Context: an optimization exercise on an open-source flow, tuned for small area and a short achievable clock period. The choices shown serve that exercise and are no tape-out recipe. No activity file was given, so power comes from the tool's default toggle rates.

red:
// NEURON
module NEURON(Clock, SignA, SignB, SignC, SignD, ExponentA, ExponentB, ExponentC, ExponentD, MantissaA, MantissaB, MantissaC, MantissaD, SignOut, ExponentOut, MantissaOut, SignOut1, ExponentOut1, MantissaOut1, SignOut2, ExponentOut2, MantissaOut2);
==> flow/config.mk <==
export PLATFORM = sky130hd
export DESIGN_NAME = NEURON
export DESIGN_NICKNAME = NEURON
export VERILOG_FILES = /design/flow/design.v
export SDC_FILE = /design/flow/constraint.sdc
export NUM_CORES = 4
export LEC_CHECK = 0
export CAP_MARGIN = 20
export CORE_MARGIN = 2
export CORE_UTILIZATION = 55
export CTS_BUF_LIST = sky130_fd_sc_hd__clkbuf_8
export SLEW_MARGIN = 20
==> flow/constraint.sdc <==
create_clock -name core_clock -period 11.0 [get_ports {Clock}]
set_input_delay 2.2000 -clock core_clock [delete_from_list [all_inputs] [get_ports {Clock}]]
set_output_delay 2.2000 -clock core_clock [all_outputs]
set_load 0.01 [all_outputs]
standard.sh (not shown) runs the stock make flow with config.mk's settings and CLKGATE_MAP_FILE= SYNTH_SCRIPT=/design/flow/synth_recipe.tcl, a recipe that flattens the netlist after the stock synthesis.
==> flow/flow/run.sh <==
#!/bin/bash
# The standard layout, with plain buf_1 cells as port buffers and timing
# repair aiming below the clock period (paths with less than SETUP_SLACK_MARGIN
# ns of slack are repaired).
set -euo pipefail
export BUFFER_PORTS_ARGS="-buffer_cell sky130_fd_sc_hd__buf_1"
export SETUP_SLACK_MARGIN=7.25
bash standard.sh > standard_flow.log 2>&1
For blue, these inputs were changed with respect to red:
diff --git a/flow/flow/run.sh b/flow/flow/run.sh
--- a/flow/flow/run.sh
+++ b/flow/flow/run.sh
@@ -6,3 +6,3 @@
 export BUFFER_PORTS_ARGS="-buffer_cell sky130_fd_sc_hd__buf_1"
-export SETUP_SLACK_MARGIN=7.25
+export SETUP_SLACK_MARGIN=7.0
 bash standard.sh > standard_flow.log 2>&1
diff --git a/flow/config.mk b/flow/config.mk
--- a/flow/config.mk
+++ b/flow/config.mk
@@ -7,2 +7,3 @@
 export LEC_CHECK = 0
+export ABC_AREA = 1
 export CAP_MARGIN = 20
Findings:
Layout buffering overhead excluding clock cells, red and blue: larger value in red. blue: count of buffers not belonging to the clock network in the layout lower than red. Of blue and red, it is blue that has the higher number of well-tap cells placed. Comparing final worst setup slack for red and blue, the smaller number came from blue. blue vs red: final worst-path cycle share up in blue.
For green, these inputs were changed with respect to blue:
diff --git a/flow/config.mk b/flow/config.mk
--- a/flow/config.mk
+++ b/flow/config.mk
@@ -7,3 +7,2 @@
 export LEC_CHECK = 0
-export ABC_AREA = 1
 export CAP_MARGIN = 20
Notes after the runs:
- Delta (green minus blue): mux cell area share after synthesis higher, power shrank by 0.000082 W, post-route non-filler standard cell count dropped about 22%.
- Compare green and blue | routed metal-1 wire length higher: blue
- Diff blue -> green: final cell area excluding filler cells dropped 4.0%; synthesized-area fraction occupied by adder cells climbed 0.78 points; number of tap cells inserted shrank by 2.3%.
- Going from blue to green, routed wire length went up by about 3.2%; sequential share of layout area went up by 1.0 points.
Function was not checked in any run of this note: the RTL went through the layout flow alone.

========
Another version of the RTL of NEURON (not shown whole).
Size: roughly 800 cells after synthesis, roughly 96 flip-flops, roughly 0.0073 sq mm of cells after synthesis.
Settings: LEC_CHECK=0, CAP_MARGIN=20, CORE_MARGIN=2, CORE_UTILIZATION=40, SLEW_MARGIN=20; clock period 11.0 ns.
==> flow/flow/run.sh <==
#!/bin/bash
# The standard layout, with plain buf_2 cells as port buffers and timing
# repair aiming below the clock period (paths with less than SETUP_SLACK_MARGIN
# ns of slack are repaired).
set -euo pipefail
export BUFFER_PORTS_ARGS="-buffer_cell sky130_fd_sc_hd__buf_2"
export SETUP_SLACK_MARGIN=7.0
bash standard.sh > standard_flow.log 2>&1
The first run ran to the end with no violations.
==> next run, changes <==
==> flow/flow/run.sh (replaced) <==
#!/bin/bash
# The standard layout, with plain buf_1 cells as port buffers and timing
# repair aiming below the clock period (paths with less than SETUP_SLACK_MARGIN
# ns of slack are repaired).
set -euo pipefail
export BUFFER_PORTS_ARGS="-buffer_cell sky130_fd_sc_hd__buf_1"
export SETUP_SLACK_MARGIN=7.0
bash standard.sh > standard_flow.log 2>&1
Settings changed: CORE_UTILIZATION 40 to 55, CTS_BUF_LIST set to sky130_fd_sc_hd__clkbuf_8.
Effect:
- non-clock buffer count is higher by 1
- total power decreases by 5.5%
- final area goes down by 3.7%
- die area falls by 27%
- clock power goes down by 35%
- via count went up by 1.5%
- routed wire length goes up by 1.8%
- critical path depth stays the same
- global-route usage is higher by 5.9 points
- utilization climbs by 16 points
- worst hold slack gains 20 ps
No functional check of the RTL was part of any run of this note.

========
NEURON, a different RTL version from the one above (not shown whole).
Size: ~85 I/O pins, about 6800 um2 of cells after synthesis.
Settings: LEC_CHECK=0, CAP_MARGIN=20, CORE_MARGIN=2, CORE_UTILIZATION=55, CTS_BUF_LIST=sky130_fd_sc_hd__clkbuf_8, SLEW_MARGIN=20, TNS_END_PERCENT=5; clock period 11.0 ns.
==> flow/flow/run.sh <==
#!/bin/bash
# The standard layout, with plain buf_1 cells as port buffers and timing
# repair aiming below the clock period (paths with less than SETUP_SLACK_MARGIN
# ns of slack are repaired).
set -euo pipefail
export BUFFER_PORTS_ARGS="-buffer_cell sky130_fd_sc_hd__buf_1"
export SETUP_SLACK_MARGIN=7.35
bash standard.sh > standard_flow.log 2>&1
The baseline completed with no timing, DRC or antenna violations.
Next try:
--- a/flow/flow/run.sh
+++ b/flow/flow/run.sh
@@ -6,3 +6,3 @@
 export BUFFER_PORTS_ARGS="-buffer_cell sky130_fd_sc_hd__buf_1"
-export SETUP_SLACK_MARGIN=7.35
+export SETUP_SLACK_MARGIN=7.1
 bash standard.sh > standard_flow.log 2>&1
- clock skew barely changes
- utilization went down by 1.6 points
- design area shrinks by a few percent
- power goes down by a few percent
- synthesized cell count is unchanged
- global-route usage drops by 0.56 points
- die area does not change
- non-clock buffer count shrinks by 7
- fmax is lower by a few percent
- first-iteration DRC count went up by a little under a tenth
Next try:
--- a/flow/flow/run.sh
+++ b/flow/flow/run.sh
@@ -6,3 +6,3 @@
 export BUFFER_PORTS_ARGS="-buffer_cell sky130_fd_sc_hd__buf_1"
-export SETUP_SLACK_MARGIN=7.1
+export SETUP_SLACK_MARGIN=7.3
 bash standard.sh > standard_flow.log 2>&1
Result: Global-route usage rose by 0.51 points. Via count fell by 0.55%. Combinational power rose by 3.6%. Clock skew hardly moves. Maximum frequency rose by 4.9%. Cell area rose by 2.8%. Hold slack gets worse by 5.0 ps.
No run of this note included a check of the RTL's function; only the layout flow was run.

========
## before
NEURON, a different RTL version from the one above (not shown whole).
Size: ~94 flip-flops, ~0.0070 mm2 of cells after synthesis.
// NEURON
module NEURON(Clock, SignA, SignB, SignC, SignD, ExponentA, ExponentB, ExponentC, ExponentD, MantissaA, MantissaB, MantissaC, MantissaD, SignOut, ExponentOut, MantissaOut, SignOut1, ExponentOut1, MantissaOut1, SignOut2, ExponentOut2, MantissaOut2);
input Clock;
input SignA;
input SignB;
input SignC;
input SignD;
input [4:0] ExponentA;
input [4:0] ExponentB;
input [4:0] ExponentC;
input [4:0] ExponentD;
input [5:0] MantissaA;
input [5:0] MantissaB;
input [5:0] MantissaC;
input [5:0] MantissaD;
output SignOut, SignOut1, SignOut2;
output [4:0] ExponentOut, ExponentOut1, ExponentOut2;
output [5:0] MantissaOut, MantissaOut1, MantissaOut2;
reg [5:0] r_ma, r_mb, r_mc, r_md;
reg [5:0] r_e1, r_e2;    
reg r_t1, r_t2;          
always @(posedge Clock) begin
  r_ma <= MantissaA; r_mb <= MantissaB; r_mc <= MantissaC; r_md <= MantissaD;
  r_e1 <= ExponentA + ExponentB;
  r_e2 <= ExponentC + ExponentD;
  r_t1 <= SignA ~^ SignB;
  r_t2 <= SignC ~^ SignD;
end
wire [6:0] xd = {1'b0, r_e1} + {1'b0, ~r_e2};
wire [6:0] yd = {1'b0, r_e2} + {1'b0, ~r_e1};
wire e1_gt = xd[6];
wire e2_gt = yd[6];
wire [5:0] ediff = e1_gt ? ~yd[5:0] : ~xd[5:0];
wire [3:0] dsat = ediff[3:0] | {4{ediff[5] | ediff[4]}};
wire [11:0] p1, p2;
MUL6 mul1 (r_ma, r_mb, p1);
MUL6 mul2 (r_mc, r_md, p2);
reg [3:0] r_d;           
reg [11:0] r_p1, r_p2;   
reg [3:0] r_sh1, r_sh2;  
always @(posedge Clock) begin
  r_d <= dsat;
  r_p1 <= p1;
  r_p2 <= p2;
  r_sh1 <= r_d & {4{e2_gt}};
  r_sh2 <= r_d & {4{e1_gt}};
end
wire [11:0] ma = r_p1 >> r_sh1;
wire [11:0] mb = r_p2 >> r_sh2;
wire same = r_t1 ~^ r_t2;
wire inv = ~same;
wire [11:0] bb = mb ^ {12{inv}};
wire [11:0] p = ma ^ bb;
wire [11:0] g = ma & bb;
wire g10 = g[1] | p[1] & g[0],    p10 = p[1] & p[0];
wire g32 = g[3] | p[3] & g[2],    p32 = p[3] & p[2];
wire g54 = g[5] | p[5] & g[4],    p54 = p[5] & p[4];
wire g76 = g[7] | p[7] & g[6],    p76 = p[7] & p[6];
wire g98 = g[9] | p[9] & g[8],    p98 = p[9] & p[8];
wire gba = g[11] | p[11] & g[10], pba = p[11] & p[10];
wire g30 = g32 | p32 & g10,       p30 = p32 & p10;
wire g74 = g76 | p76 & g54,       p74 = p76 & p54;
wire gb8 = gba | pba & g98,       pb8 = pba & p98;
wire g50 = g54 | p54 & g30,       p50 = p54 & p30;
wire g70 = g74 | p74 & g30,       p70 = p74 & p30;
wire gb0 = gb8 | pb8 & g70;        
  ...
clock: 11.0 ns
lec_check: 0
cap_margin: 20
core_margin: 2
core_utilization: 55
cts_buf_list: sky130_fd_sc_hd__clkbuf_8
slew_margin: 20
==> flow/flow/run.sh <==
#!/bin/bash
# The standard layout, with plain buf_1 cells as port buffers and timing
# repair aiming below the clock period (paths with less than SETUP_SLACK_MARGIN
# ns of slack are repaired).
set -euo pipefail
export BUFFER_PORTS_ARGS="-buffer_cell sky130_fd_sc_hd__buf_1"
export SETUP_SLACK_MARGIN=7.0
bash standard.sh > standard_flow.log 2>&1
For after, these inputs were changed with respect to before:
# before
export LEC_CHECK = 0
export CAP_MARGIN = 20
export CORE_MARGIN = 2
export CORE_UTILIZATION = 55
export CTS_BUF_LIST = sky130_fd_sc_hd__clkbuf_8
export SLEW_MARGIN = 20
create_clock -name core_clock -period 11.0 [get_ports {Clock}]
# after
export LEC_CHECK = 0
export CAP_MARGIN = 20
export CORE_MARGIN = 2
export CORE_UTILIZATION = 40
export SLEW_MARGIN = 20
create_clock -name core_clock -period 11.0 [get_ports {Clock}]
==> flow/flow/run.sh <==
#!/bin/bash
# The standard layout, with plain buf_2 cells as port buffers and timing
# repair aiming below the clock period (paths with less than SETUP_SLACK_MARGIN
# ns of slack are repaired).
set -euo pipefail
export BUFFER_PORTS_ARGS="-buffer_cell sky130_fd_sc_hd__buf_2"
export SETUP_SLACK_MARGIN=7.0
bash standard.sh > standard_flow.log 2>&1
Notes after the runs:
Compared with before, after shows a hold slack that is 0.020 ns lower.
The setup slack of after is higher than that of before.
Post-route clock period utilization delta (after -> before): insignificant
Compared with before, the router placed fewer vias in after.
Going from before to after, portion of the post-synthesis area used by sequential elements about even; area share of buffers outside the clock network grew by 1.2 points; total power rose about 2.3%.
No functional check of the RTL was part of any run of this note.

## afterwards: timing with drivers on the ports
The results above use ideal ports. As a check the final layouts listed here were re-extracted and re-timed, cells and wires unchanged. Step 1 sets driving cells, clkbuf_16 on the clock port and buf_2 on the other inputs (assumed; they add their load-dependent delay and slew). Step 2 also shifts input and output timing later by t, the mid clock arrival at the registers, as if the neighbouring blocks saw the same clock. Three values: ideal, step 1, step 2; two values: the first two.
| run | t (ns) | setup WS [ns] | worst hold slack (ns) | clock arrival spread, ns |
|---|---|---|---|---|
| red | 0.401 | 7.293 / 7.258 / 6.986 | 0.432 / 0.432 / 0.432 | 0.014 / 0.015 |
| blue | 0.402 | 7.195 / 7.157 / 6.937 | 0.418 / 0.418 / 0.418 | 0.018 / 0.018 |
| green | 0.403 | 7.097 / 7.062 / 6.878 | 0.430 / 0.430 / 0.430 | 0.013 / 0.012 |
| the first run of note 2 | 0.382 | 7.161 / 7.121 / 7.331 | 0.442 / 0.442 / 0.442 | 0.008 / 0.008 |
| the second run of note 2 | 0.405 | 7.154 / 7.119 / 7.218 | 0.462 / 0.462 / 0.462 | 0.009 / 0.009 |
| the first run of note 3 | 0.406 | 7.266 / 7.233 / 7.007 | 0.431 / 0.431 / 0.431 | 0.014 / 0.013 |
| the second run of note 3 | 0.400 | 7.083 / 7.047 / 6.928 | 0.435 / 0.435 / 0.435 | 0.014 / 0.014 |
| the third run of note 3 | 0.406 | 7.267 / 7.234 / 7.008 | 0.430 / 0.430 / 0.430 | 0.013 / 0.013 |
| before | 0.403 | 7.102 / 7.066 / 7.269 | 0.462 / 0.462 / 0.462 | 0.014 / 0.014 |
| after | 0.380 | 7.112 / 7.077 / 7.396 | 0.442 / 0.442 / 0.442 | 0.006 / 0.007 |
After both steps setup and hold are still met in every run listed. For red, which loses most, drivers alone change the setup slack by -0.035 ns; drivers and shift together by -0.307 ns.
